From an optimization exercise on the open Yosys and OpenROAD flow, aimed at small area, a short achievable clock period and few clock cycles per item; shortcuts taken in it are not production practice.
Function was checked by simulation only, so behaviour that the tests miss may differ from the original.

==> flow/design.v (outline; a module is shown in full before it is edited, if it fits) <==
// module fa: 4 lines
// module ha: 4 lines
// module reciprocal: 38 lines
// module imc: 1303 lines
module imc
  #(parameter INPUT_W = 16,
    parameter OUTPUT_W = 16)
(
    input  logic                   clk,
    input  logic                   rst_n,
    input  logic                   start,
    input  logic [INPUT_W-1:0]     aIn,
    input  logic [INPUT_W-1:0]     bIn,
    input  logic [INPUT_W-1:0]     cIn,
    input  logic [INPUT_W-1:0]     dIn,
    output logic                   ready,
    output logic [OUTPUT_W-1:0]    aOut,
    output logic [OUTPUT_W-1:0]    bOut,
    output logic [OUTPUT_W-1:0]    cOut,
    output logic [OUTPUT_W-1:0]    dOut,
    output logic                   aOut_sign,
    output logic                   bOut_sign,
    output logic                   cOut_sign,
    output logic                   dOut_sign
);
  // ...
==> flow/flow/run.sh <==
#!/bin/bash
# The standard layout (the standard.sh, all ORFS steps from synthesis
# to finish), except that buffer_ports puts a buf_2 on every input and
# output port instead of the cell it picks on its own (a slow delay cell,
# clkdlybuf4s50_1). Timing repair still resizes port buffers as it needs.
# make's output goes to flow_make.log; ORFS keeps each step's log under
# orfs/logs.
set -euo pipefail
bash standard.sh "BUFFER_PORTS_ARGS=-buffer_cell sky130_fd_sc_hd__buf_2" finish > flow_make.log 2>&1
==> flow/standard.sh <==
#!/bin/bash
# synth_recipe.tcl (not shown) runs the flow's synth.tcl, then flattens the netlist and writes it again
# the make line also repeats each setting of config.mk as NAME=value (left out here)
make -C /OpenROAD-flow-scripts/flow DESIGN_CONFIG=/design/flow/config.mk WORK_HOME=/design/flow/orfs CLKGATE_MAP_FILE= SYNTH_SCRIPT=/design/flow/synth_recipe.tcl "${@:-finish}"
==> flow/config.mk <==
export PLATFORM = sky130hd
export DESIGN_NAME = imc
export DESIGN_NICKNAME = imc
export VERILOG_FILES = /design/flow/design.v
export SDC_FILE = /design/flow/constraint.sdc
export NUM_CORES = 4
export LEC_CHECK = 0
export CAP_MARGIN = 20
export CORE_MARGIN = 2
export CORE_UTILIZATION = 60
export SETUP_SLACK_MARGIN = 3
export SLEW_MARGIN = 20
export SYNTH_HIERARCHICAL = 1
==> flow/constraint.sdc <==
create_clock -name core_clock -period 11.0 [get_ports {clk}]
set_input_delay 2.2000 -clock core_clock [delete_from_list [all_inputs] [get_ports {clk}]]
set_output_delay 2.2000 -clock core_clock [all_outputs]
set_load 0.01 [all_outputs]
==> results.sh, run 1 <==
export IMPL_finalSetupViolCount=0
export IMPL_vias_per_cell=6.033
export IMPL_crit_start="aIn[1]"
export IMPL_synthAdderAreaFrac=0.5894
export IMPL_yosysWarnings=8
export IMPL_gp_congestion=0.8869
export IMPL_netlist_top_cells_area="fa_1 (52%), nand2_1 (12%), ha_1 (7.0%)"
export IMPL_setup_ws_ns=3.178
export IMPL_status="timing/DRC/antenna clean"
export IMPL_path_buf_inv=2
export IMPL_synth_avg_cell_area_sq_um=9.519
export IMPL_die_area_sq_um=37510
export IMPL_finalCritPeriodShare=0.7111
export IMPL_nets=3041
export IMPL_hold_class="input pin to asynchronous set/reset pin"
export IMPL_inverters=150
export IMPL_final_cell_mix="nand2_1 (706), fa_1 (560), inv_1 (149), ha_1 (120), buf_2 (79)"
export IMPL_grt_total_usage=0.3171
export IMPL_dpl_cell_area_sq_um=22340
export IMPL_rows=69
export IMPL_cts_sinks=45
export IMPL_buffers=162
export IMPL_path_cells="buf_4 -> nand2_1 -> fa_1 -> fa_1 -> fa_1 -> fa_1 -> fa_1 -> fa_1 -> fa_1 -> inv_1 -> fa_1 -> fa_1 -> fa_1 -> nor2b_1 -> o21ai_0 -> a21oi_1 -> o21ai_0 -> nand4_1 -> nor3b_1"
Testbench counts, summed over its fixed seeds: cycles 3,200, items 3,200.
==> inputs of run 2 (changes only) <==
--- a/flow/design.v
+++ b/flow/design.v
@@ -1095,47 +1095,47 @@
       sD_r <= aIn[15];
     end
   end
   logic        inrange;
   logic [8:0]  r, rlut;
   assign inrange = lo_r[4] ? up1_r : up0_r;
   reciprocal u_recip (.x(lo_r), .y(rlut));
   assign r = {9{inrange}} & rlut;
-  logic [15:0] oax, oay, obx, oby, ocx, ocy, odx, ody;
+  logic [13:0] oax, oay, obx, oby, ocx, ocy, odx, ody;
   wire oa_1, oa_2;
   fa u_oa_1 (.a(~(mA_r[0] & r[4])), .b(~(mA_r[1] & r[3])), .c(1'b1), .s(oa_1), .co(oa_2));
   wire oa_3, oa_4;
   fa u_oa_3 (.a(~(mA_r[1] & r[4])), .b(~(mA_r[2] & r[3])), .c(~(mA_r[3] & r[2])), .s(oa_3), .co(oa_4));
   wire oa_5, oa_6;
   fa u_oa_5 (.a(~(mA_r[4] & r[1])), .b(~(mA_r[5] & r[0])), .c(1'b1), .s(oa_5), .co(oa_6));
   wire oa_7, oa_8;
   fa u_oa_7 (.a(~(mA_r[2] & r[4])), .b(~(mA_r[3] & r[3])), .c(~(mA_r[4] & r[2])), .s(oa_7), .co(oa_8));
   wire oa_9, oa_10;
   fa u_oa_9 (.a(~(mA_r[5] & r[1])), .b(~(mA_r[6] & r[0])), .c(~((mA_r[0] & r[6]) | (mA_r[1] & r[5]))), .s(oa_9), .co(oa_10));
   wire oa_11, oa_12;
   fa u_oa_11 (.a(~(mA_r[3] & r[4])), .b(~(mA_r[4] & r[3])), .c(~(mA_r[5] & r[2])), .s(oa_11), .co(oa_12));
   wire oa_13, oa_14;
-  fa u_oa_13 (.a(~(mA_r[6] & r[1])), .b(~((mA_r[0] & r[7]) | (mA_r[1] & r[6]) | (mA_r[2] & r[5]) | (mA_r[7] & r[0]))), .c(1'b1), .s(oa_13), .co(oa_14));
+  fa u_oa_13 (.a(~(mA_r[6] & r[1])), .b(~((mA_r[1] & r[6]) | (mA_r[2] & r[5]) | (mA_r[7] & r[0]))), .c(1'b1), .s(oa_13), .co(oa_14));
   wire oa_15, oa_16;
   fa u_oa_15 (.a(~(mA_r[4] & r[4])), .b(~(mA_r[5] & r[3])), .c(~(mA_r[6] & r[2])), .s(oa_15), .co(oa_16));
   wire oa_17, oa_18;
   fa u_oa_17 (.a(~(mA_r[0] & r[3])), .b(~(mA_r[1] & r[2])), .c(1'b1), .s(oa_17), .co(oa_18));
   wire oa_19, oa_20;
   fa u_oa_19 (.a(~(mA_r[2] & r[2])), .b(~(mA_r[3] & r[1])), .c(~(mA_r[4] & r[0])), .s(oa_19), .co(oa_20));
   wire oa_21, oa_22;
   fa u_oa_21 (.a(~((mA_r[0] & r[5]))), .b(oa_2), .c(oa_3), .s(oa_21), .co(oa_22));
   wire oa_23, oa_24;
   fa u_oa_23 (.a(oa_4), .b(oa_6), .c(oa_7), .s(oa_23), .co(oa_24));
   wire oa_25, oa_26;
   fa u_oa_25 (.a(oa_8), .b(oa_11), .c(oa_10), .s(oa_25), .co(oa_26));
   wire oa_27, oa_28;
-  fa u_oa_27 (.a(~((mA_r[0] & r[8]) | (mA_r[1] & r[7]) | (mA_r[2] & r[6]) | (mA_r[3] & r[5]) | (mA_r[7] & r[1]))), .b(oa_12), .c(oa_15), .s(oa_27), .co(oa_28));
+  fa u_oa_27 (.a(~((mA_r[2] & r[6]) | (mA_r[3] & r[5]) | (mA_r[7] & r[1]))), .b(oa_12), .c(oa_15), .s(oa_27), .co(oa_28));
   wire oa_29, oa_30;
-  fa u_oa_29 (.a(~(mA_r[5] & r[4])), .b(~(mA_r[6] & r[3])), .c(~((mA_r[1] & r[8]) | (mA_r[2] & r[7]) | (mA_r[3] & r[6]) | (mA_r[4] & r[5]) | (mA_r[7] & r[2]))), .s(oa_29), .co(oa_30));
+  fa u_oa_29 (.a(~(mA_r[5] & r[4])), .b(~(mA_r[6] & r[3])), .c(~((mA_r[3] & r[6]) | (mA_r[4] & r[5]) | (mA_r[7] & r[2]))), .s(oa_29), .co(oa_30));
   wire oa_31, oa_32;
   fa u_oa_31 (.a(~(mA_r[0] & r[2])), .b(~(mA_r[1] & r[1])), .c(1'b1), .s(oa_31), .co(oa_32));
   wire oa_33, oa_34;
   fa u_oa_33 (.a(~(mA_r[2] & r[1])), .b(~(mA_r[3] & r[0])), .c(oa_17), .s(oa_33), .co(oa_34));
   wire oa_35, oa_36;
   fa u_oa_35 (.a(oa_18), .b(oa_19), .c(oa_1), .s(oa_35), .co(oa_36));
   wire oa_37, oa_38;
   fa u_oa_37 (.a(oa_20), .b(oa_5), .c(oa_21), .s(oa_37), .co(oa_38));
@@ -1143,58 +1143,56 @@
   fa u_oa_39 (.a(oa_9), .b(oa_22), .c(oa_23), .s(oa_39), .co(oa_40));
   wire oa_41, oa_42;
   fa u_oa_41 (.a(oa_13), .b(oa_24), .c(oa_25), .s(oa_41), .co(oa_42));
   wire oa_43, oa_44;
   fa u_oa_43 (.a(oa_14), .b(oa_27), .c(oa_26), .s(oa_43), .co(oa_44));
   wire oa_45, oa_46;
   fa u_oa_45 (.a(oa_16), .b(oa_29), .c(oa_28), .s(oa_45), .co(oa_46));
   wire oa_47, oa_48;
-  fa u_oa_47 (.a(~(mA_r[6] & r[4])), .b(~((mA_r[2] & r[8]) | (mA_r[3] & r[7]) | (mA_r[4] & r[6]) | (mA_r[5] & r[5]) | (mA_r[7] & r[3]))), .c(oa_30), .s(oa_47), .co(oa_48));
+  fa u_oa_47 (.a(~(mA_r[6] & r[4])), .b(~((mA_r[4] & r[6]) | (mA_r[5] & r[5]) | (mA_r[7] & r[3]))), .c(oa_30), .s(oa_47), .co(oa_48));
   wire oa_49 = ~(mA_r[0] & r[0]);
   wire oa_50 = ~(mA_r[0] & r[1]);
   wire oa_51 = ~(mA_r[1] & r[0]);
   wire oa_52 = ~(mA_r[2] & r[0]);
-  wire oa_53 = ~((mA_r[3] & r[8]) | (mA_r[4] & r[7]) | (mA_r[5] & r[6]) | (mA_r[6] & r[5]) | (mA_r[7] & r[4]));
-  wire oa_54 = ~((mA_r[4] & r[8]) | (mA_r[5] & r[7]) | (mA_r[6] & r[6]) | (mA_r[7] & r[5]));
-  wire oa_55 = ~((mA_r[5] & r[8]) | (mA_r[6] & r[7]) | (mA_r[7] & r[6]));
-  wire oa_56 = ~((mA_r[6] & r[8]) | (mA_r[7] & r[7]));
-  wire oa_57 = ~((mA_r[7] & r[8]));
-  assign oax = {oa_57, oa_56, oa_55, oa_54, oa_53, oa_47, oa_45, oa_42, oa_40, oa_38, oa_36, oa_34, oa_32, oa_52, oa_50, oa_49};
-  assign oay = {1'b0, 1'b0, 1'b0, 1'b0, oa_48, oa_46, oa_44, oa_43, oa_41, oa_39, oa_37, oa_35, oa_33, oa_31, oa_51, 1'b0};
+  wire oa_53 = ~((mA_r[5] & r[6]) | (mA_r[6] & r[5]) | (mA_r[7] & r[4]));
+  wire oa_54 = ~((mA_r[6] & r[6]) | (mA_r[7] & r[5]));
+  wire oa_55 = ~((mA_r[7] & r[6]));
+  assign oax = {oa_55, oa_54, oa_53, oa_47, oa_45, oa_42, oa_40, oa_38, oa_36, oa_34, oa_32, oa_52, oa_50, oa_49};
+  assign oay = {1'b0, 1'b0, oa_48, oa_46, oa_44, oa_43, oa_41, oa_39, oa_37, oa_35, oa_33, oa_31, oa_51, 1'b0};
   wire ob_1, ob_2;
   fa u_ob_1 (.a(~(mB_r[0] & r[4])), .b(~(mB_r[1] & r[3])), .c(1'b1), .s(ob_1), .co(ob_2));
   wire ob_3, ob_4;
   fa u_ob_3 (.a(~(mB_r[1] & r[4])), .b(~(mB_r[2] & r[3])), .c(~(mB_r[3] & r[2])), .s(ob_3), .co(ob_4));
   wire ob_5, ob_6;
   fa u_ob_5 (.a(~(mB_r[4] & r[1])), .b(~(mB_r[5] & r[0])), .c(1'b1), .s(ob_5), .co(ob_6));
   wire ob_7, ob_8;
   fa u_ob_7 (.a(~(mB_r[2] & r[4])), .b(~(mB_r[3] & r[3])), .c(~(mB_r[4] & r[2])), .s(ob_7), .co(ob_8));
   wire ob_9, ob_10;
   fa u_ob_9 (.a(~(mB_r[5] & r[1])), .b(~(mB_r[6] & r[0])), .c(~((mB_r[0] & r[6]) | (mB_r[1] & r[5]))), .s(ob_9), .co(ob_10));
   wire ob_11, ob_12;
   fa u_ob_11 (.a(~(mB_r[3] & r[4])), .b(~(mB_r[4] & r[3])), .c(~(mB_r[5] & r[2])), .s(ob_11), .co(ob_12));
   wire ob_13, ob_14;
-  fa u_ob_13 (.a(~(mB_r[6] & r[1])), .b(~((mB_r[0] & r[7]) | (mB_r[1] & r[6]) | (mB_r[2] & r[5]) | (mB_r[7] & r[0]))), .c(1'b1), .s(ob_13), .co(ob_14));
+  fa u_ob_13 (.a(~(mB_r[6] & r[1])), .b(~((mB_r[1] & r[6]) | (mB_r[2] & r[5]) | (mB_r[7] & r[0]))), .c(1'b1), .s(ob_13), .co(ob_14));
   wire ob_15, ob_16;
   fa u_ob_15 (.a(~(mB_r[4] & r[4])), .b(~(mB_r[5] & r[3])), .c(~(mB_r[6] & r[2])), .s(ob_15), .co(ob_16));
   wire ob_17, ob_18;
   fa u_ob_17 (.a(~(mB_r[0] & r[3])), .b(~(mB_r[1] & r[2])), .c(1'b1), .s(ob_17), .co(ob_18));
   wire ob_19, ob_20;
   fa u_ob_19 (.a(~(mB_r[2] & r[2])), .b(~(mB_r[3] & r[1])), .c(~(mB_r[4] & r[0])), .s(ob_19), .co(ob_20));
   wire ob_21, ob_22;
   fa u_ob_21 (.a(~((mB_r[0] & r[5]))), .b(ob_2), .c(ob_3), .s(ob_21), .co(ob_22));
   wire ob_23, ob_24;
   fa u_ob_23 (.a(ob_4), .b(ob_6), .c(ob_7), .s(ob_23), .co(ob_24));
   wire ob_25, ob_26;
   fa u_ob_25 (.a(ob_8), .b(ob_11), .c(ob_10), .s(ob_25), .co(ob_26));
   wire ob_27, ob_28;
-  fa u_ob_27 (.a(~((mB_r[0] & r[8]) | (mB_r[1] & r[7]) | (mB_r[2] & r[6]) | (mB_r[3] & r[5]) | (mB_r[7] & r[1]))), .b(ob_12), .c(ob_15), .s(ob_27), .co(ob_28));
+  fa u_ob_27 (.a(~((mB_r[2] & r[6]) | (mB_r[3] & r[5]) | (mB_r[7] & r[1]))), .b(ob_12), .c(ob_15), .s(ob_27), .co(ob_28));
   wire ob_29, ob_30;
-  fa u_ob_29 (.a(~(mB_r[5] & r[4])), .b(~(mB_r[6] & r[3])), .c(~((mB_r[1] & r[8]) | (mB_r[2] & r[7]) | (mB_r[3] & r[6]) | (mB_r[4] & r[5]) | (mB_r[7] & r[2]))), .s(ob_29), .co(ob_30));
+  fa u_ob_29 (.a(~(mB_r[5] & r[4])), .b(~(mB_r[6] & r[3])), .c(~((mB_r[3] & r[6]) | (mB_r[4] & r[5]) | (mB_r[7] & r[2]))), .s(ob_29), .co(ob_30));
   wire ob_31, ob_32;
   fa u_ob_31 (.a(~(mB_r[0] & r[2])), .b(~(mB_r[1] & r[1])), .c(1'b1), .s(ob_31), .co(ob_32));
   wire ob_33, ob_34;
   fa u_ob_33 (.a(~(mB_r[2] & r[1])), .b(~(mB_r[3] & r[0])), .c(ob_17), .s(ob_33), .co(ob_34));
   wire ob_35, ob_36;
   fa u_ob_35 (.a(ob_18), .b(ob_19), .c(ob_1), .s(ob_35), .co(ob_36));
   wire ob_37, ob_38;
   fa u_ob_37 (.a(ob_20), .b(ob_5), .c(ob_21), .s(ob_37), .co(ob_38));
@@ -1202,58 +1200,56 @@
   fa u_ob_39 (.a(ob_9), .b(ob_22), .c(ob_23), .s(ob_39), .co(ob_40));
   wire ob_41, ob_42;
   fa u_ob_41 (.a(ob_13), .b(ob_24), .c(ob_25), .s(ob_41), .co(ob_42));
   wire ob_43, ob_44;
   fa u_ob_43 (.a(ob_14), .b(ob_27), .c(ob_26), .s(ob_43), .co(ob_44));
   wire ob_45, ob_46;
   fa u_ob_45 (.a(ob_16), .b(ob_29), .c(ob_28), .s(ob_45), .co(ob_46));
   wire ob_47, ob_48;
-  fa u_ob_47 (.a(~(mB_r[6] & r[4])), .b(~((mB_r[2] & r[8]) | (mB_r[3] & r[7]) | (mB_r[4] & r[6]) | (mB_r[5] & r[5]) | (mB_r[7] & r[3]))), .c(ob_30), .s(ob_47), .co(ob_48));
+  fa u_ob_47 (.a(~(mB_r[6] & r[4])), .b(~((mB_r[4] & r[6]) | (mB_r[5] & r[5]) | (mB_r[7] & r[3]))), .c(ob_30), .s(ob_47), .co(ob_48));
   wire ob_49 = ~(mB_r[0] & r[0]);
   wire ob_50 = ~(mB_r[0] & r[1]);
   wire ob_51 = ~(mB_r[1] & r[0]);
   wire ob_52 = ~(mB_r[2] & r[0]);
-  wire ob_53 = ~((mB_r[3] & r[8]) | (mB_r[4] & r[7]) | (mB_r[5] & r[6]) | (mB_r[6] & r[5]) | (mB_r[7] & r[4]));
-  wire ob_54 = ~((mB_r[4] & r[8]) | (mB_r[5] & r[7]) | (mB_r[6] & r[6]) | (mB_r[7] & r[5]));
-  wire ob_55 = ~((mB_r[5] & r[8]) | (mB_r[6] & r[7]) | (mB_r[7] & r[6]));
-  wire ob_56 = ~((mB_r[6] & r[8]) | (mB_r[7] & r[7]));
-  wire ob_57 = ~((mB_r[7] & r[8]));
-  assign obx = {ob_57, ob_56, ob_55, ob_54, ob_53, ob_47, ob_45, ob_42, ob_40, ob_38, ob_36, ob_34, ob_32, ob_52, ob_50, ob_49};
-  assign oby = {1'b0, 1'b0, 1'b0, 1'b0, ob_48, ob_46, ob_44, ob_43, ob_41, ob_39, ob_37, ob_35, ob_33, ob_31, ob_51, 1'b0};
+  wire ob_53 = ~((mB_r[5] & r[6]) | (mB_r[6] & r[5]) | (mB_r[7] & r[4]));
+  wire ob_54 = ~((mB_r[6] & r[6]) | (mB_r[7] & r[5]));
+  wire ob_55 = ~((mB_r[7] & r[6]));
+  assign obx = {ob_55, ob_54, ob_53, ob_47, ob_45, ob_42, ob_40, ob_38, ob_36, ob_34, ob_32, ob_52, ob_50, ob_49};
+  assign oby = {1'b0, 1'b0, ob_48, ob_46, ob_44, ob_43, ob_41, ob_39, ob_37, ob_35, ob_33, ob_31, ob_51, 1'b0};
   wire oc_1, oc_2;
   fa u_oc_1 (.a(~(mC_r[0] & r[4])), .b(~(mC_r[1] & r[3])), .c(1'b1), .s(oc_1), .co(oc_2));
   wire oc_3, oc_4;
   fa u_oc_3 (.a(~(mC_r[1] & r[4])), .b(~(mC_r[2] & r[3])), .c(~(mC_r[3] & r[2])), .s(oc_3), .co(oc_4));
   wire oc_5, oc_6;
   fa u_oc_5 (.a(~(mC_r[4] & r[1])), .b(~(mC_r[5] & r[0])), .c(1'b1), .s(oc_5), .co(oc_6));
   wire oc_7, oc_8;
   fa u_oc_7 (.a(~(mC_r[2] & r[4])), .b(~(mC_r[3] & r[3])), .c(~(mC_r[4] & r[2])), .s(oc_7), .co(oc_8));
   wire oc_9, oc_10;
   fa u_oc_9 (.a(~(mC_r[5] & r[1])), .b(~(mC_r[6] & r[0])), .c(~((mC_r[0] & r[6]) | (mC_r[1] & r[5]))), .s(oc_9), .co(oc_10));
   wire oc_11, oc_12;
   fa u_oc_11 (.a(~(mC_r[3] & r[4])), .b(~(mC_r[4] & r[3])), .c(~(mC_r[5] & r[2])), .s(oc_11), .co(oc_12));
   wire oc_13, oc_14;
-  fa u_oc_13 (.a(~(mC_r[6] & r[1])), .b(~((mC_r[0] & r[7]) | (mC_r[1] & r[6]) | (mC_r[2] & r[5]) | (mC_r[7] & r[0]))), .c(1'b1), .s(oc_13), .co(oc_14));
+  fa u_oc_13 (.a(~(mC_r[6] & r[1])), .b(~((mC_r[1] & r[6]) | (mC_r[2] & r[5]) | (mC_r[7] & r[0]))), .c(1'b1), .s(oc_13), .co(oc_14));
   wire oc_15, oc_16;
   fa u_oc_15 (.a(~(mC_r[4] & r[4])), .b(~(mC_r[5] & r[3])), .c(~(mC_r[6] & r[2])), .s(oc_15), .co(oc_16));
   wire oc_17, oc_18;
   fa u_oc_17 (.a(~(mC_r[0] & r[3])), .b(~(mC_r[1] & r[2])), .c(1'b1), .s(oc_17), .co(oc_18));
   wire oc_19, oc_20;
   fa u_oc_19 (.a(~(mC_r[2] & r[2])), .b(~(mC_r[3] & r[1])), .c(~(mC_r[4] & r[0])), .s(oc_19), .co(oc_20));
   wire oc_21, oc_22;
   fa u_oc_21 (.a(~((mC_r[0] & r[5]))), .b(oc_2), .c(oc_3), .s(oc_21), .co(oc_22));
   wire oc_23, oc_24;
   fa u_oc_23 (.a(oc_4), .b(oc_6), .c(oc_7), .s(oc_23), .co(oc_24));
   wire oc_25, oc_26;
   fa u_oc_25 (.a(oc_8), .b(oc_11), .c(oc_10), .s(oc_25), .co(oc_26));
   wire oc_27, oc_28;
-  fa u_oc_27 (.a(~((mC_r[0] & r[8]) | (mC_r[1] & r[7]) | (mC_r[2] & r[6]) | (mC_r[3] & r[5]) | (mC_r[7] & r[1]))), .b(oc_12), .c(oc_15), .s(oc_27), .co(oc_28));
+  fa u_oc_27 (.a(~((mC_r[2] & r[6]) | (mC_r[3] & r[5]) | (mC_r[7] & r[1]))), .b(oc_12), .c(oc_15), .s(oc_27), .co(oc_28));
   wire oc_29, oc_30;
-  fa u_oc_29 (.a(~(mC_r[5] & r[4])), .b(~(mC_r[6] & r[3])), .c(~((mC_r[1] & r[8]) | (mC_r[2] & r[7]) | (mC_r[3] & r[6]) | (mC_r[4] & r[5]) | (mC_r[7] & r[2]))), .s(oc_29), .co(oc_30));
+  fa u_oc_29 (.a(~(mC_r[5] & r[4])), .b(~(mC_r[6] & r[3])), .c(~((mC_r[3] & r[6]) | (mC_r[4] & r[5]) | (mC_r[7] & r[2]))), .s(oc_29), .co(oc_30));
   wire oc_31, oc_32;
   fa u_oc_31 (.a(~(mC_r[0] & r[2])), .b(~(mC_r[1] & r[1])), .c(1'b1), .s(oc_31), .co(oc_32));
   wire oc_33, oc_34;
   fa u_oc_33 (.a(~(mC_r[2] & r[1])), .b(~(mC_r[3] & r[0])), .c(oc_17), .s(oc_33), .co(oc_34));
   wire oc_35, oc_36;
   fa u_oc_35 (.a(oc_18), .b(oc_19), .c(oc_1), .s(oc_35), .co(oc_36));
   wire oc_37, oc_38;
   fa u_oc_37 (.a(oc_20), .b(oc_5), .c(oc_21), .s(oc_37), .co(oc_38));
@@ -1261,58 +1257,56 @@
   fa u_oc_39 (.a(oc_9), .b(oc_22), .c(oc_23), .s(oc_39), .co(oc_40));
   wire oc_41, oc_42;
   fa u_oc_41 (.a(oc_13), .b(oc_24), .c(oc_25), .s(oc_41), .co(oc_42));
   wire oc_43, oc_44;
   fa u_oc_43 (.a(oc_14), .b(oc_27), .c(oc_26), .s(oc_43), .co(oc_44));
   wire oc_45, oc_46;
   fa u_oc_45 (.a(oc_16), .b(oc_29), .c(oc_28), .s(oc_45), .co(oc_46));
   wire oc_47, oc_48;
-  fa u_oc_47 (.a(~(mC_r[6] & r[4])), .b(~((mC_r[2] & r[8]) | (mC_r[3] & r[7]) | (mC_r[4] & r[6]) | (mC_r[5] & r[5]) | (mC_r[7] & r[3]))), .c(oc_30), .s(oc_47), .co(oc_48));
+  fa u_oc_47 (.a(~(mC_r[6] & r[4])), .b(~((mC_r[4] & r[6]) | (mC_r[5] & r[5]) | (mC_r[7] & r[3]))), .c(oc_30), .s(oc_47), .co(oc_48));
   wire oc_49 = ~(mC_r[0] & r[0]);
   wire oc_50 = ~(mC_r[0] & r[1]);
   wire oc_51 = ~(mC_r[1] & r[0]);
   wire oc_52 = ~(mC_r[2] & r[0]);
-  wire oc_53 = ~((mC_r[3] & r[8]) | (mC_r[4] & r[7]) | (mC_r[5] & r[6]) | (mC_r[6] & r[5]) | (mC_r[7] & r[4]));
-  wire oc_54 = ~((mC_r[4] & r[8]) | (mC_r[5] & r[7]) | (mC_r[6] & r[6]) | (mC_r[7] & r[5]));
-  wire oc_55 = ~((mC_r[5] & r[8]) | (mC_r[6] & r[7]) | (mC_r[7] & r[6]));
-  wire oc_56 = ~((mC_r[6] & r[8]) | (mC_r[7] & r[7]));
-  wire oc_57 = ~((mC_r[7] & r[8]));
-  assign ocx = {oc_57, oc_56, oc_55, oc_54, oc_53, oc_47, oc_45, oc_42, oc_40, oc_38, oc_36, oc_34, oc_32, oc_52, oc_50, oc_49};
-  assign ocy = {1'b0, 1'b0, 1'b0, 1'b0, oc_48, oc_46, oc_44, oc_43, oc_41, oc_39, oc_37, oc_35, oc_33, oc_31, oc_51, 1'b0};
+  wire oc_53 = ~((mC_r[5] & r[6]) | (mC_r[6] & r[5]) | (mC_r[7] & r[4]));
+  wire oc_54 = ~((mC_r[6] & r[6]) | (mC_r[7] & r[5]));
+  wire oc_55 = ~((mC_r[7] & r[6]));
+  assign ocx = {oc_55, oc_54, oc_53, oc_47, oc_45, oc_42, oc_40, oc_38, oc_36, oc_34, oc_32, oc_52, oc_50, oc_49};
+  assign ocy = {1'b0, 1'b0, oc_48, oc_46, oc_44, oc_43, oc_41, oc_39, oc_37, oc_35, oc_33, oc_31, oc_51, 1'b0};
   wire od_1, od_2;
   fa u_od_1 (.a(~(mD_r[0] & r[4])), .b(~(mD_r[1] & r[3])), .c(1'b1), .s(od_1), .co(od_2));
   wire od_3, od_4;
   fa u_od_3 (.a(~(mD_r[1] & r[4])), .b(~(mD_r[2] & r[3])), .c(~(mD_r[3] & r[2])), .s(od_3), .co(od_4));
   wire od_5, od_6;
   fa u_od_5 (.a(~(mD_r[4] & r[1])), .b(~(mD_r[5] & r[0])), .c(1'b1), .s(od_5), .co(od_6));
   wire od_7, od_8;
   fa u_od_7 (.a(~(mD_r[2] & r[4])), .b(~(mD_r[3] & r[3])), .c(~(mD_r[4] & r[2])), .s(od_7), .co(od_8));
   wire od_9, od_10;
   fa u_od_9 (.a(~(mD_r[5] & r[1])), .b(~(mD_r[6] & r[0])), .c(~((mD_r[0] & r[6]) | (mD_r[1] & r[5]))), .s(od_9), .co(od_10));
   wire od_11, od_12;
   fa u_od_11 (.a(~(mD_r[3] & r[4])), .b(~(mD_r[4] & r[3])), .c(~(mD_r[5] & r[2])), .s(od_11), .co(od_12));
   wire od_13, od_14;
-  fa u_od_13 (.a(~(mD_r[6] & r[1])), .b(~((mD_r[0] & r[7]) | (mD_r[1] & r[6]) | (mD_r[2] & r[5]) | (mD_r[7] & r[0]))), .c(1'b1), .s(od_13), .co(od_14));
+  fa u_od_13 (.a(~(mD_r[6] & r[1])), .b(~((mD_r[1] & r[6]) | (mD_r[2] & r[5]) | (mD_r[7] & r[0]))), .c(1'b1), .s(od_13), .co(od_14));
   wire od_15, od_16;
   fa u_od_15 (.a(~(mD_r[4] & r[4])), .b(~(mD_r[5] & r[3])), .c(~(mD_r[6] & r[2])), .s(od_15), .co(od_16));
   wire od_17, od_18;
   fa u_od_17 (.a(~(mD_r[0] & r[3])), .b(~(mD_r[1] & r[2])), .c(1'b1), .s(od_17), .co(od_18));
   wire od_19, od_20;
   fa u_od_19 (.a(~(mD_r[2] & r[2])), .b(~(mD_r[3] & r[1])), .c(~(mD_r[4] & r[0])), .s(od_19), .co(od_20));
   wire od_21, od_22;
   fa u_od_21 (.a(~((mD_r[0] & r[5]))), .b(od_2), .c(od_3), .s(od_21), .co(od_22));
   wire od_23, od_24;
   fa u_od_23 (.a(od_4), .b(od_6), .c(od_7), .s(od_23), .co(od_24));
   wire od_25, od_26;
   fa u_od_25 (.a(od_8), .b(od_11), .c(od_10), .s(od_25), .co(od_26));
   wire od_27, od_28;
-  fa u_od_27 (.a(~((mD_r[0] & r[8]) | (mD_r[1] & r[7]) | (mD_r[2] & r[6]) | (mD_r[3] & r[5]) | (mD_r[7] & r[1]))), .b(od_12), .c(od_15), .s(od_27), .co(od_28));
+  fa u_od_27 (.a(~((mD_r[2] & r[6]) | (mD_r[3] & r[5]) | (mD_r[7] & r[1]))), .b(od_12), .c(od_15), .s(od_27), .co(od_28));
   wire od_29, od_30;
-  fa u_od_29 (.a(~(mD_r[5] & r[4])), .b(~(mD_r[6] & r[3])), .c(~((mD_r[1] & r[8]) | (mD_r[2] & r[7]) | (mD_r[3] & r[6]) | (mD_r[4] & r[5]) | (mD_r[7] & r[2]))), .s(od_29), .co(od_30));
+  fa u_od_29 (.a(~(mD_r[5] & r[4])), .b(~(mD_r[6] & r[3])), .c(~((mD_r[3] & r[6]) | (mD_r[4] & r[5]) | (mD_r[7] & r[2]))), .s(od_29), .co(od_30));
   wire od_31, od_32;
   fa u_od_31 (.a(~(mD_r[0] & r[2])), .b(~(mD_r[1] & r[1])), .c(1'b1), .s(od_31), .co(od_32));
   wire od_33, od_34;
   fa u_od_33 (.a(~(mD_r[2] & r[1])), .b(~(mD_r[3] & r[0])), .c(od_17), .s(od_33), .co(od_34));
   wire od_35, od_36;
   fa u_od_35 (.a(od_18), .b(od_19), .c(od_1), .s(od_35), .co(od_36));
   wire od_37, od_38;
   fa u_od_37 (.a(od_20), .b(od_5), .c(od_21), .s(od_37), .co(od_38));
@@ -1320,30 +1314,33 @@
   fa u_od_39 (.a(od_9), .b(od_22), .c(od_23), .s(od_39), .co(od_40));
   wire od_41, od_42;
   fa u_od_41 (.a(od_13), .b(od_24), .c(od_25), .s(od_41), .co(od_42));
   wire od_43, od_44;
   fa u_od_43 (.a(od_14), .b(od_27), .c(od_26), .s(od_43), .co(od_44));
   wire od_45, od_46;
   fa u_od_45 (.a(od_16), .b(od_29), .c(od_28), .s(od_45), .co(od_46));
   wire od_47, od_48;
-  fa u_od_47 (.a(~(mD_r[6] & r[4])), .b(~((mD_r[2] & r[8]) | (mD_r[3] & r[7]) | (mD_r[4] & r[6]) | (mD_r[5] & r[5]) | (mD_r[7] & r[3]))), .c(od_30), .s(od_47), .co(od_48));
+  fa u_od_47 (.a(~(mD_r[6] & r[4])), .b(~((mD_r[4] & r[6]) | (mD_r[5] & r[5]) | (mD_r[7] & r[3]))), .c(od_30), .s(od_47), .co(od_48));
   wire od_49 = ~(mD_r[0] & r[0]);
   wire od_50 = ~(mD_r[0] & r[1]);
   wire od_51 = ~(mD_r[1] & r[0]);
   wire od_52 = ~(mD_r[2] & r[0]);
-  wire od_53 = ~((mD_r[3] & r[8]) | (mD_r[4] & r[7]) | (mD_r[5] & r[6]) | (mD_r[6] & r[5]) | (mD_r[7] & r[4]));
-  wire od_54 = ~((mD_r[4] & r[8]) | (mD_r[5] & r[7]) | (mD_r[6] & r[6]) | (mD_r[7] & r[5]));
-  wire od_55 = ~((mD_r[5] & r[8]) | (mD_r[6] & r[7]) | (mD_r[7] & r[6]));
-  wire od_56 = ~((mD_r[6] & r[8]) | (mD_r[7] & r[7]));
-  wire od_57 = ~((mD_r[7] & r[8]));
-  assign odx = {od_57, od_56, od_55, od_54, od_53, od_47, od_45, od_42, od_40, od_38, od_36, od_34, od_32, od_52, od_50, od_49};
-  assign ody = {1'b0, 1'b0, 1'b0, 1'b0, od_48, od_46, od_44, od_43, od_41, od_39, od_37, od_35, od_33, od_31, od_51, 1'b0};
-  assign aOut = ~({oax[15], oax[14], oax[13], oax[12], oax[11], oax[10], oax[9], oax[8], oax[7], oax[6], oax[5], oax[4], oax[3], oax[2], oax[1], oax[0]} + {1'b1, 1'b1, 1'b1, 1'b1, oay[11], oay[10], oay[9], oay[8], oay[7], oay[6], oay[5], oay[4], oay[3], oay[2], oay[1], 1'b1} + 16'd1);
-  assign bOut = ~({obx[15], obx[14], obx[13], obx[12], obx[11], obx[10], obx[9], obx[8], obx[7], obx[6], obx[5], obx[4], obx[3], obx[2], obx[1], obx[0]} + {1'b1, 1'b1, 1'b1, 1'b1, oby[11], oby[10], oby[9], oby[8], oby[7], oby[6], oby[5], oby[4], oby[3], oby[2], oby[1], 1'b1} + 16'd1);
-  assign cOut = ~({ocx[15], ocx[14], ocx[13], ocx[12], ocx[11], ocx[10], ocx[9], ocx[8], ocx[7], ocx[6], ocx[5], ocx[4], ocx[3], ocx[2], ocx[1], ocx[0]} + {1'b1, 1'b1, 1'b1, 1'b1, ocy[11], ocy[10], ocy[9], ocy[8], ocy[7], ocy[6], ocy[5], ocy[4], ocy[3], ocy[2], ocy[1], 1'b1} + 16'd1);
-  assign dOut = ~({odx[15], odx[14], odx[13], odx[12], odx[11], odx[10], odx[9], odx[8], odx[7], odx[6], odx[5], odx[4], odx[3], odx[2], odx[1], odx[0]} + {1'b1, 1'b1, 1'b1, 1'b1, ody[11], ody[10], ody[9], ody[8], ody[7], ody[6], ody[5], ody[4], ody[3], ody[2], ody[1], 1'b1} + 16'd1);
+  wire od_53 = ~((mD_r[5] & r[6]) | (mD_r[6] & r[5]) | (mD_r[7] & r[4]));
+  wire od_54 = ~((mD_r[6] & r[6]) | (mD_r[7] & r[5]));
+  wire od_55 = ~((mD_r[7] & r[6]));
+  assign odx = {od_55, od_54, od_53, od_47, od_45, od_42, od_40, od_38, od_36, od_34, od_32, od_52, od_50, od_49};
+  assign ody = {1'b0, 1'b0, od_48, od_46, od_44, od_43, od_41, od_39, od_37, od_35, od_33, od_31, od_51, 1'b0};
+  logic [13:0] pa, pb, pc, pd;
+  assign pa = ~({oax[13], oax[12], oax[11], oax[10], oax[9], oax[8], oax[7], oax[6], oax[5], oax[4], oax[3], oax[2], oax[1], oax[0]} + {1'b1, 1'b1, oay[11], oay[10], oay[9], oay[8], oay[7], oay[6], oay[5], oay[4], oay[3], oay[2], oay[1], 1'b1} + 14'd1);
+  assign pb = ~({obx[13], obx[12], obx[11], obx[10], obx[9], obx[8], obx[7], obx[6], obx[5], obx[4], obx[3], obx[2], obx[1], obx[0]} + {1'b1, 1'b1, oby[11], oby[10], oby[9], oby[8], oby[7], oby[6], oby[5], oby[4], oby[3], oby[2], oby[1], 1'b1} + 14'd1);
+  assign pc = ~({ocx[13], ocx[12], ocx[11], ocx[10], ocx[9], ocx[8], ocx[7], ocx[6], ocx[5], ocx[4], ocx[3], ocx[2], ocx[1], ocx[0]} + {1'b1, 1'b1, ocy[11], ocy[10], ocy[9], ocy[8], ocy[7], ocy[6], ocy[5], ocy[4], ocy[3], ocy[2], ocy[1], 1'b1} + 14'd1);
+  assign pd = ~({odx[13], odx[12], odx[11], odx[10], odx[9], odx[8], odx[7], odx[6], odx[5], odx[4], odx[3], odx[2], odx[1], odx[0]} + {1'b1, 1'b1, ody[11], ody[10], ody[9], ody[8], ody[7], ody[6], ody[5], ody[4], ody[3], ody[2], ody[1], 1'b1} + 14'd1);
+  assign aOut = {2'b00, pa} | ({16{r[8]}} & {mA_r, 8'd0}) | ({16{r[7]}} & {1'b0, mA_r, 7'd0});
+  assign bOut = {2'b00, pb} | ({16{r[8]}} & {mB_r, 8'd0}) | ({16{r[7]}} & {1'b0, mB_r, 7'd0});
+  assign cOut = {2'b00, pc} | ({16{r[8]}} & {mC_r, 8'd0}) | ({16{r[7]}} & {1'b0, mC_r, 7'd0});
+  assign dOut = {2'b00, pd} | ({16{r[8]}} & {mD_r, 8'd0}) | ({16{r[7]}} & {1'b0, mD_r, 7'd0});
   assign aOut_sign = sA_r ^ dsign_r;
   assign bOut_sign = sB_r ^ dsign_r;
   assign cOut_sign = sC_r ^ dsign_r;
   assign dOut_sign = sD_r ^ dsign_r;
   assign ready     = ready_r;
 endmodule
==> run 2 against run 1 <==
Still clean. Flip-flop and latch count unchanged. Critical path type unchanged. Synthesized area increased by 0.74%. First-iteration DRC count decreased by 12%.
==> results.sh, run 2 <==
export IMPL_synth_edf_count=44
export IMPL_layout_commonest_cell="nand2_1"
export IMPL_antenna_found_initial=0
export IMPL_n_antenna_cell=0
export IMPL_drc=0
export IMPL_synthesis_area_sq_um=21750
export IMPL_totalWireLength_um=58660
export IMPL_overflow=0
export IMPL_cp_data_arrival_time_ns=7.97
export IMPL_yosysWarnings=8
export IMPL_synthCells=2291
export IMPL_crit_type="input pin to flip-flop"
export IMPL_cp_end_kind="flip-flop"
export IMPL_dr_pass1_iters=23
export IMPL_grt_first_pass_wirelength_um=95100
export IMPL_drv_slew=0
export IMPL_place_inst=2750
export IMPL_path_clk_slew_ns=0.07
export IMPL_synth_cell_types=73
export IMPL_wl_met3_um=4741
export IMPL_synth_avg_cell_area_sq_um=9.492
export IMPL_tns_ns=0
export IMPL_cts_buffer_depth=2
export IMPL_drive_above_1_share=0.08532
export IMPL_synth_top_area_cell="fa_1"
export IMPL_path_max_fanout=17
export IMPL_finalSetupViolCount=0
export IMPL_drv_cap=0
export IMPL_cts_root_buf="clkbuf_16"
export IMPL_rows=69
export IMPL_netlist_area_leader_share=0.5155
export IMPL_routed_wl_met2_um=29500
export IMPL_netlist_top_cells_area="fa_1 (52%), nand2_1 (12%), ha_1 (7.0%)"
export IMPL_grt_pass1_vias=18050
export IMPL_status="timing/DRC/antenna clean"
export IMPL_initial_core_util=0.6099
export IMPL_hold_class="input pin to asynchronous set/reset pin"
export IMPL_drt_met1_wl_um=23110
export IMPL_via_count=16790
export IMPL_wl_per_cell_um=21.18
export IMPL_h_tree_depth=2
export IMPL_start_kind="input pin"
export IMPL_antenna_left=0
export IMPL_cts_tree="done"
export IMPL_final_cell_mix="nand2_1 (697), fa_1 (557), inv_1 (154), ha_1 (121), buf_2 (80)"
export IMPL_grt_total_usage=0.3199
export IMPL_cts_sinks=45
export IMPL_tightest_slew_ns=1.069
export IMPL_place_hpwl_um=43860
export IMPL_rsz0062_at_grt="false"
export IMPL_cts_buffers=5
export IMPL_period_minus_slack_ns=7.882
export IMPL_fill_cells=2995
export IMPL_synthArstFlopShare=0.02222
export IMPL_ctsHoldBuffers=0
export IMPL_core_area_sq_um=35660
export IMPL_relSlewSlack=0.2871
export IMPL_required_ns=11.09
export IMPL_die_width_um=194.4
export IMPL_ys_seq_area_frac=0.06191
export IMPL_portBuffers=135
export IMPL_final_cells=2770
export IMPL_grt_start_max_net_pins=45
export IMPL_yosysMostFrequentCell="nand2_1"
export IMPL_fin_util=0.6416
export IMPL_die_area_sq_um=37780
export IMPL_gp_congestion=0.9229
export IMPL_clock_fmax_mhz=126.9
export IMPL_dieHeight_um=194.4
export IMPL_yosys_most_used_dff="edfxtp_1"
export IMPL_boundaryPins=136
export IMPL_syn2layout_area_growth_pct=5.195
export IMPL_finalHoldViolCount=0
export IMPL_finalCritPeriodShare=0.7165
export IMPL_nets=3056
export IMPL_vias_per_cell=6.060
export IMPL_drtIter0Drc=1285
export IMPL_ys_top_cells_by_count="nand2_1 (697), fa_1 (560), inv_1 (154)"
export IMPL_synth_seq_cells=45
export IMPL_top_layer_used="met4"
run 2: changes by cell type after synthesis, sizes merged, moves of 9 or more:
cell    change
a21oi      +10
buf        +19
nand2      -11
a22oi       -9
clkbuf     -19
xnor2      -18
a22o       +14
mux2i      +10
a221oi     -12
o21ai      +14
nor2       +17
xor2        -9
run 2: per-module statistics from Yosys (local to each module, per instance):
| module | cells | area [sq um] | times used | flops+latches |
|---|---|---|---|---|
| ha | 1 | 12.51 | 15 | 0 |
| imc | 1673 | 10170 | 1 | 45 |
| fa | 1 | 20.02 | 548 | 0 |
| reciprocal | 55 | 417.9 | 1 | 0 |
run 2: area by class of cell:
class	count	area [sq um]	share of cell area
Multi-Input combinational cell	1948	19220	0.8401
Sequential cell	45	1346	0.05885
Timing Repair Buffer	153	1005	0.04392
Inverter	155	584.3	0.02554
Tap cell	461	576.8	0.02521
Clock buffer	5	125.1	0.005469
Clock inverter	3	21.27	0.0009298
run 2: repair_timing:
| item | CTS | global route |
|---|---|---|
| buffers inserted | 1 | 10 |
| resized for setup | 23 | 72 |
| pin swaps | 1 | 0 |
| cloned | 0 | 1 |
| endpoints found under the setup margin | 17 | 18 |
run 2: kinds of logic after synthesis:
family,synth area share
flops,0.06191
mux,0.007652
compound gates,0.07807
buf+inv,0.06593
other cells,0.0001724
xor+xnor,0.03015
fa+ha+maj,0.5851
simple gates,0.1710
run 2: worst paths after layout:
check                        start      end  slack [ns]
worst max-delay path        bIn[5]    up0_r        3.12
worst min-delay path         rst_n  ready_r        1.65
max in group asynchronous    rst_n  ready_r        9.27
min in group core_clock    dIn[15]     sA_r        2.30
run 2: worst max-delay path: stages:
cell     delay (ns)
buf_2          0.38
nand2_1        0.16
fa_1           0.58
fa_1           0.44
fa_1           0.43
fa_1           0.43
fa_1           0.48
fa_1           0.41
fa_1           0.43
fa_1           0.54
inv_1          0.05
ha_1           0.17
inv_1          0.07
fa_1           0.44
and4b_1        0.28
nand3_1        0.10
nor4_2         0.37
run 2: routing by layer:
layer  up-vias  global-route usage
li1       7230                   -
met1      8705              0.4268
met2       759              0.5442
met3        91             0.05501
met4         0             0.09031
met5         -                   0
run 2: per-stage QoR:
stage / hold WS [ns] / worst slack (ns) / cell area [sq um]
after floorplan: 1.904 / 3.000 / 21980
after global placement: 1.975 / 2.674 / 22410
after detailed placement: 1.978 / 2.540 / 22410
after CTS: 1.646 / 2.989 / 22620
after global routing: 1.646 / 2.968 / 22880
final: 1.651 / 3.118 / 22880
Testbench counts of run 2, summed over its fixed seeds: cycles 3,200, items 3,200.

## re-timing with driven ports
No port has a modelled driver above. Below, the same layouts with a new extraction and two added sets of constraints. Step 1 (the two cells are an assumption about what drives the block):
set clk [get_ports {clk}]
set_driving_cell -lib_cell sky130_fd_sc_hd__clkbuf_16 $clk
set_driving_cell -lib_cell sky130_fd_sc_hd__buf_2 [delete_from_list [all_inputs] $clk]
Step 2 times the ports against the registers' clock, not the clock port: input delays grow and output delays shrink by t, the midpoint of the rising clock arrivals with the driver on. a / b / c = ideal / step 1 / step 2; a / b = the first two.
| run | t, ns | setup WS [ns] | worst slew at a driven data input, ns | cell pins on the clock port's net |
|---|---|---|---|---|
| run 1 | 0.337 | 3.178 / 3.142 / 2.835 | 0.05 | 1 |
| run 2 | 0.348 | 3.118 / 3.144 / 2.796 | 0.07 | 1 |
After both steps setup and hold are still met in every run listed. For run 1, which loses most, drivers alone change the setup slack by -0.036 ns; drivers and shift together by -0.343 ns.
